Background: an optimization exercise with open tools, aiming at small area and a short achievable clock period. Do not read the settings as production practice. The RTL was checked by simulation tests, not by an equivalence proof against the original design. The clock port is modelled as an ideal driver, which makes a skipped or thinned clock tree look cheaper than it is; a real chip needs a root buffer or a tree. Power is estimated from default activity; no workload was simulated.

Setup of the reference run:
==> flow/design.v <==
module HW(clk, rst, din, do0, do1, do2, count, di0, mo);
    input clk;
    input rst;
    input [49:0] din;
    output reg [9:0] do0;
    output reg [9:0] do1;
    output reg [9:0] do2;
    output [6:0] count;
    output [29:0] di0;
    output [89:0] mo;
    reg [3:0] cnt;
    assign count = {3'b000, cnt};
    reg [29:0] x012;      
    reg [19:0] x34;       
    reg [89:0] hist;      
    reg [9:0] d0, d1, d2;
    reg [8:0] e0, e1, e2;
    assign di0 = x012;
    assign mo = hist;
    wire [9:0] x0 = x012[9:0];
    wire [9:0] x1 = x012[19:10];
    wire [9:0] x2 = x012[29:20];
    wire [9:0] x3 = x34[9:0];
    wire [9:0] x4 = x34[19:10];
    always @(posedge clk, posedge rst) begin
        if (rst) begin
            cnt <= 4'd0;
            x012 <= 30'd0;
            x34 <= 20'd0;
            hist <= 90'd0;
            do0 <= 10'd0; do1 <= 10'd0; do2 <= 10'd0;
            d0 <= 10'd0; d1 <= 10'd0; d2 <= 10'd0;
            e0 <= 9'd0; e1 <= 9'd0; e2 <= 9'd0;
        end else begin
            cnt <= (cnt == 4'd10) ? 4'd0 : cnt + 4'd1;
            x012 <= din[29:0];
            x34 <= din[49:30];
            hist <= {hist[59:0], x012};
            do0 <= {x0[7:0], 2'b00} + {x1[7:0], 2'b00} + {x2[7:0], 2'b00} + d0 + {d0[8:0], 1'b0} + {e0, 1'b0};
            do1 <= {x1[7:0], 2'b00} + {x2[7:0], 2'b00} + {x3[7:0], 2'b00} + d1 + {d1[8:0], 1'b0} + {e1, 1'b0};
            do2 <= {x2[7:0], 2'b00} + {x3[7:0], 2'b00} + {x4[7:0], 2'b00} + d2 + {d2[8:0], 1'b0} + {e2, 1'b0};
            d0 <= x0 + x1 + x2;
            d1 <= x1 + x2 + x3;
            d2 <= x2 + x3 + x4;
            e0 <= d0[8:0];
            e1 <= d1[8:0];
            e2 <= d2[8:0];
        end
    end
endmodule
export LEC_CHECK = 0
export CAP_MARGIN = 20
export CORE_MARGIN = 2
export CORE_UTILIZATION = 40
export SLEW_MARGIN = 20
export BUFFER_PORTS_ARGS = -buffer_cell sky130_fd_sc_hd__buf_1
export SYNTH_ARGS = -noabc
export SETUP_SLACK_MARGIN = 6.0
export MYCTS_N = 18
export MYCTS_ROOTS = 4
export MYCTS_CELL = sky130_fd_sc_hd__clkbuf_8
export MYCTS_ROOTCELL = sky130_fd_sc_hd__clkbuf_8
export MYCTS_NLATE = 3
export MYCTS_LATE = ^do
export MYCTS_DLYCELL = sky130_fd_sc_hd__clkbuf_4
export PRE_CTS_TCL = /design/flow/flow/pre_cts.tcl
create_clock -name core_clock -period 9.0 [get_ports {clk}]
standard.sh (not shown) runs the stock make flow with config.mk's settings and CLKGATE_MAP_FILE= SYNTH_SCRIPT=/design/flow/synth_recipe.tcl, a recipe that flattens the netlist after the stock synthesis.
==> flow/flow/run.sh <==
#!/bin/bash
# Layout flow: the standard ORFS flow, with extra ORFS settings from flow/extra.mk
# appended to config.mk (smaller port buffers, repair targets) and a flat two-level
# clock tree built by flow/mycts.tcl in place of TritonCTS (flow/pre_cts.tcl).
# Each tool's output goes to a log file in this folder.
set -euo pipefail
here=$(pwd)
cat "$here/flow/extra.mk" >> "$here/config.mk"
echo "export PRE_CTS_TCL = $here/flow/pre_cts.tcl" >> "$here/config.mk"
bash "$here/standard.sh" > "$here/orfs_make.log" 2>&1
Other scripts of this flow, unchanged in this note and not shown: flow/flow/extra.mk, flow/flow/mycts.tcl, flow/flow/pre_cts.tcl
The reference run did not stop at any stage, and its layout met the timing, design-rule and antenna checks.
> inputs changed (the reference run -> the trial run)
==> flow/design.v <==
module HW(clk, rst, din, do0, do1, do2, count, di0, mo);
    input clk;
    input rst;
    input [49:0] din;
    output reg [9:0] do0;
    output reg [9:0] do1;
    output reg [9:0] do2;
    output [6:0] count;
    output [29:0] di0;
    output [89:0] mo;
    reg [3:0] cnt;
    assign count = {3'b000, cnt};
    reg [29:0] x012;      
    reg [19:0] x34;       
    reg [89:0] hist;      
    reg [9:0] d0, d1, d2;
    reg [8:0] e0, e1, e2;
    assign di0 = x012;
    assign mo = hist;
    wire [9:0] x0 = x012[9:0];
    wire [9:0] x1 = x012[19:10];
    wire [9:0] x2 = x012[29:20];
    wire [9:0] x3 = x34[9:0];
    wire [9:0] x4 = x34[19:10];
    wire [9:0] s0 = x0 ^ x1 ^ x2;
    wire [9:0] s1 = x1 ^ x2 ^ x3;
    wire [9:0] s2 = x2 ^ x3 ^ x4;
    wire [8:0] c0 = (x0[8:0] & x1[8:0]) | (x0[8:0] & x2[8:0]) | (x1[8:0] & x2[8:0]);
    wire [8:0] c1 = (x1[8:0] & x2[8:0]) | (x1[8:0] & x3[8:0]) | (x2[8:0] & x3[8:0]);
    wire [8:0] c2 = (x2[8:0] & x3[8:0]) | (x2[8:0] & x4[8:0]) | (x3[8:0] & x4[8:0]);
    wire [9:0] t0, t1, t2;
    bkadd a0(s0, {c0, 1'b0}, t0);
    bkadd a1(s1, {c1, 1'b0}, t1);
    bkadd a2(s2, {c2, 1'b0}, t2);
    always @(posedge clk, posedge rst) begin
        if (rst) begin
            cnt <= 4'd0;
            x012 <= 30'd0;
            x34 <= 20'd0;
            hist <= 90'd0;
            do0 <= 10'd0; do1 <= 10'd0; do2 <= 10'd0;
            d0 <= 10'd0; d1 <= 10'd0; d2 <= 10'd0;
            e0 <= 9'd0; e1 <= 9'd0; e2 <= 9'd0;
        end else begin
            cnt <= (cnt == 4'd10) ? 4'd0 : cnt + 4'd1;
            x012 <= din[29:0];
            x34 <= din[49:30];
            hist <= {hist[59:0], x012};
            do0 <= {s0[7:0], 2'b00} + {c0[6:0], 3'b000} + d0 + {d0[8:0], 1'b0} + {e0, 1'b0};
            do1 <= {s1[7:0], 2'b00} + {c1[6:0], 3'b000} + d1 + {d1[8:0], 1'b0} + {e1, 1'b0};
            do2 <= {s2[7:0], 2'b00} + {c2[6:0], 3'b000} + d2 + {d2[8:0], 1'b0} + {e2, 1'b0};
            d0 <= t0;
            d1 <= t1;
            d2 <= t2;
            e0 <= d0[8:0];
            e1 <= d1[8:0];
            e2 <= d2[8:0];
        end
    end
endmodule
module bkadd(a, b, y);
    input [9:0] a, b;
    output [9:0] y;
    wire [9:0] p = a ^ b;
    wire [9:0] g = a & b;
    wire g10 = g[1] | (p[1] & g[0]);
    wire g32 = g[3] | (p[3] & g[2]);  wire p32 = p[3] & p[2];
    wire g54 = g[5] | (p[5] & g[4]);  wire p54 = p[5] & p[4];
    wire g76 = g[7] | (p[7] & g[6]);  wire p76 = p[7] & p[6];
    wire g30 = g32 | (p32 & g10);
    wire g74 = g76 | (p76 & g54);     wire p74 = p76 & p54;
    wire g70 = g74 | (p74 & g30);
    wire g50 = g54 | (p54 & g30);
    wire g20 = g[2] | (p[2] & g10);
    wire g40 = g[4] | (p[4] & g30);
    wire g60 = g[6] | (p[6] & g50);
    wire g80 = g[8] | (p[8] & g70);
    wire [9:0] cin = {g80, g70, g60, g50, g40, g30, g20, g10, g[0], 1'b0};
    assign y = p ^ cin;
endmodule
==> comparison <==
Re power: the trial run is 6.6% up on the reference run.
| post-layout minimum cycle time | higher: the reference run |
Summary of the trial run over the reference run: cell area after layout held; flip-flop and latch share of the layout cell area about even.
Between the reference run and the trial run, the final estimated routing congestion in global placement is lower for the reference run.
Looking at highest achievable clock rate, the trial run sits about 0.3% higher than the reference run does.
| routed wire length | lower: the trial run |
No run of this note takes its clock network from TritonCTS; it comes from the design's own scripts or RTL.

==> port drivers added, routing unchanged <==
The flow's constraints put no driver on any port. The routed layouts listed below were extracted and timed again, unchanged, in two steps.
Step 1 sets driving cells, clkbuf_16 on the clock port and buf_2 on the other inputs (assumed; they add their load-dependent delay and slew).
Step 2 also shifts input and output timing later by t, the mid clock arrival at the registers, as if the neighbouring blocks saw the same clock.
Three values: ideal, step 1, step 2; two values: the first two.
| run | shift t [ns] | slack for setup (ns) | worst setup path at the end |
|---|---|---|---|
| the reference run | 0.468 | 6.054 / 6.007 / 5.816 | input, reset recovery |
| the trial run | 0.488 | 6.064 / 6.006 / 5.862 | input, reset recovery |
After both steps every run listed still meets setup and hold. For the reference run, which loses most, drivers alone change the setup slack by -0.047 ns; drivers and shift together by -0.238 ns. Setup slack includes reset recovery checks.
